Context: an optimization exercise on an open-source flow, tuned for small area, a short achievable clock period and few clock cycles per item. The choices shown serve that exercise and are no tape-out recipe.
Function was checked by simulation only, so behaviour that the tests miss may differ from the original.
Power figures rest on the tool's default switching activity, not on a simulated workload.

==> run G <==
==> flow/design.v (excerpt) <==
module controller #(
    parameter DW = 16
)(
    input clk,
    input rst,
    input start,
    input signed [DW-1:0] x0,
    input signed [DW-1:0] x1,
    input signed [DW-1:0] x2,
    input signed [DW-1:0] w00, input signed [DW-1:0] w01, input signed [DW-1:0] w02,
    input signed [DW-1:0] w10, input signed [DW-1:0] w11, input signed [DW-1:0] w12,
    input signed [DW-1:0] w20, input signed [DW-1:0] w21, input signed [DW-1:0] w22,
    input signed [2*DW-1:0] b0,
    input signed [2*DW-1:0] b1,
    input signed [2*DW-1:0] b2,
    output signed [2*DW-1:0] y0,
    output signed [2*DW-1:0] y1,
    output signed [2*DW-1:0] y2,
    output done
);
clock: 10.0 ns
lec_check: 0
abc_area: 1
cap_margin: 20
core_margin: 2
core_utilization: 55
slew_margin: 20
synth_hierarchical: 1
synth_minimum_keep_size: 0
standard.sh (not shown) runs the stock make flow with config.mk's settings and CLKGATE_MAP_FILE= SYNTH_SCRIPT=/design/flow/synth_recipe.tcl, a recipe that flattens the netlist after the stock synthesis.
==> flow/flow/run.sh <==
#!/bin/bash
# Standard layout (the standard.sh: unchanged synthesis and steps), with
#  - the timing repair asked to leave a larger setup margin than the 10 ns clock
#    needs, so that the resizer works on the paths that set the achieved period;
#  - the port buffers made with the smallest buffer cell (every port still gets one).
set -euo pipefail
M=$(cat flow/margin.txt)
bash standard.sh SETUP_SLACK_MARGIN=$M "BUFFER_PORTS_ARGS=-buffer_cell sky130_fd_sc_hd__buf_1" finish > flow_make.log 2>&1
==> flow/flow/margin.txt <==
6.9
==> run M: changes against run G <==
- CTS_CLUSTER_DIAMETER: not set -> 80
- CTS_CLUSTER_SIZE: not set -> 24
==> summary.txt <==
                                                                             run G                    run M
Crit Reg-Reg Endpoint                                                        r2845                    r2853
End of the critical path                                                     y2[8]                    r2853
Headroom to the max-slew limit                                               0.311                    0.302
Wire length on met3                                                       43000 um                 43400 um
Crit. End Element                                                       output pin                     flop
Number of buffers added for setup after CTS                                     12                       14
Initial antenna violation count                                                 22                       23
Number of clock buffers inserted by TritonCTS                                  119                       75
Routing usage on met3                                                        0.179                    0.177
Routed via count divided by cell count                                        6.31                     6.35
Peak supply drop                                                        0.000451 V               0.000450 V
Clock network fraction of design power                                       0.148                    0.111
Leak Pwr                                                                   35.6 nW                  34.7 nW
Outcome                                                    complete, no violations  complete, no violations
Maximum fanout count along the critical path                                     1                        9
Clock insertion delay at the later pin of the skew report                   810 ps                   730 ps
Detailed router's first-iteration violation count                             7772                     7466
Total track usage                                                            0.422                    0.420
Testbench counts of run G, summed over its fixed seeds: cycles 2,080, items 2,048.
Testbench counts of run M, summed over its fixed seeds: cycles 2,080, items 2,048.


==> 05-25: inputs <==
Starting RTL as in the previous note.
clock: 10.0 ns
lec_check: 0
abc_area: 1
cap_margin: 20
core_margin: 2
core_utilization: 62
cts_cluster_diameter: 80
cts_cluster_size: 22
slew_margin: 20
synth_hierarchical: 1
synth_minimum_keep_size: 0
Scripts as last shown in full above: flow/flow/run.sh, flow/flow/margin.txt
==> 09-05: changes against 05-25 <==
- CORE_UTILIZATION: 62 -> 55
- CTS_CLUSTER_DIAMETER: 80 -> 60
- CTS_CLUSTER_SIZE: 22 -> 18
==> qor summary <==
quantity	09-05	05-25
Status	complete, no violations	complete, no violations
Post-route met1 wirelength	109 mm	100 mm
Met1 Use GR	54.1%	57.1%
Share of power burned in the clock network	13.7%	10.6%
Post-Layout Inst Area	83900 µm²	82300 µm²
Placed Cells	8806	8639
Die outline area	140000 µm²	125000 µm²
Total via count after detailed routing	57400	58400
Post-CTS Setup Inserts	15	39
Cells resized by post-CTS repair	214	196
Arrival time reported for the critical path endpoint	1.21 ns	3.81 ns
Placeable core area	136000 µm²	121000 µm²
Fin worst setup slack	6.79 ns	6.80 ns
CP Data Required Time	8.00 ns	10.61 ns
Metal3 WL	43.7 mm	46.4 mm
Std-Cell Rows	135	128
Insertion delay to the later sink of the worst-skew pair	0.77 ns	0.73 ns
Routed met2 length	121 mm	118 mm
Headroom to the max-slew limit	30.7%	20.6%
Testbench counts of 05-25, summed over its fixed seeds: cycles 2,080, items 2,048.
Testbench counts of 09-05, summed over its fixed seeds: cycles 2,080, items 2,048.


==> 09-03: inputs <==
Starting RTL as in the previous note.
export LEC_CHECK = 0
export ABC_AREA = 1
export CAP_MARGIN = 20
export CORE_MARGIN = 2
export CORE_UTILIZATION = 55
export CTS_CLUSTER_DIAMETER = 80
export CTS_CLUSTER_SIZE = 24
export SLEW_MARGIN = 20
export SYNTH_HIERARCHICAL = 1
export SYNTH_MINIMUM_KEEP_SIZE = 0
create_clock -name core_clock -period 10.0 [get_ports {clk}]
==> flow/flow/margin.txt <==
7.1
Scripts as last shown in full above: flow/flow/run.sh
==> 09-07 (differences from 09-03) <==
==> flow/flow/run.sh (replaced) <==
#!/bin/bash
# Standard layout (the standard.sh, unchanged synthesis and steps), with the
# timing repair asked to leave a larger setup margin than the 10 ns clock needs,
# so that the resizer works on the paths that set the achieved period.
set -euo pipefail
M=$(cat flow/margin.txt)
bash standard.sh SETUP_SLACK_MARGIN=$M finish > flow_make.log 2>&1
==> flow/flow/margin.txt (replaced) <==
6.9
CTS_CLUSTER_DIAMETER = unset   (was 80)
CTS_CLUSTER_SIZE = unset   (was 24)
==> summary.txt <==
Outcome: no timing/DRC/antenna violations
Seq pwr: 7.70 mW
Crit-path slowest cell: dfxtp_2
Comb pwr share: 64.3%
Net switching component of the power: 15.1 mW
Count of cells resized by post-cts repair: 427
Routability congestion estimate from global placement: 1.01
Met1 Resource Use GR: 53.9%
Sequential cell area share: 26.2%
Least-Margin Pin Slew: 0.916 ns
(the above is from 09-03)
==> summary.txt <==
Least-Margin Pin Slew: 1.11 ns
Outcome: no timing/DRC/antenna violations
Crit-path slowest cell: dfxtp_1
Comb pwr share: 60.6%
Net switching component of the power: 15.1 mW
Sequential cell area share: 26.4%
(the above is from 09-07)
Testbench counts of 09-03, summed over its fixed seeds: cycles 2,080, items 2,048.
Testbench counts of 09-07, summed over its fixed seeds: cycles 2,080, items 2,048.

==> port drivers added, routing unchanged <==
In the flow no input, the clock included, has a driving cell. The finished layouts below were timed again as built, in two steps.
Step 1 sets driving cells, clkbuf_16 on the clock port and buf_2 on the other inputs (assumed; they add their load-dependent delay and slew).
Step 2 times the ports against the registers' clock, not the clock port: input delays grow and output delays shrink by t, the midpoint of the rising clock arrivals with the driver on.
a / b / c = no drivers / after step 1 / after step 2; a / b = the first two.
run | t (ns) | slack for setup (ns) | worst data-port slew with drivers (ns)
run G | 0.862 | 6.773 / 6.688 / 6.772 | 0.23
run M | 0.792 | 6.782 / 6.751 / 6.782 | 0.22
05-25 | 0.794 | 6.801 / 6.732 / 6.801 | 0.24
09-05 | 0.835 | 6.792 / 6.706 / 6.812 | 0.24
09-03 | 0.801 | 6.834 / 6.745 / 6.797 | 0.22
09-07 | 0.873 | 6.785 / 6.693 / 6.498 | 0.24
After both steps setup and hold are still met in every run listed. The setup slack of 09-07, which loses most, moves by -0.092 ns with the drivers and by -0.287 ns with both steps.
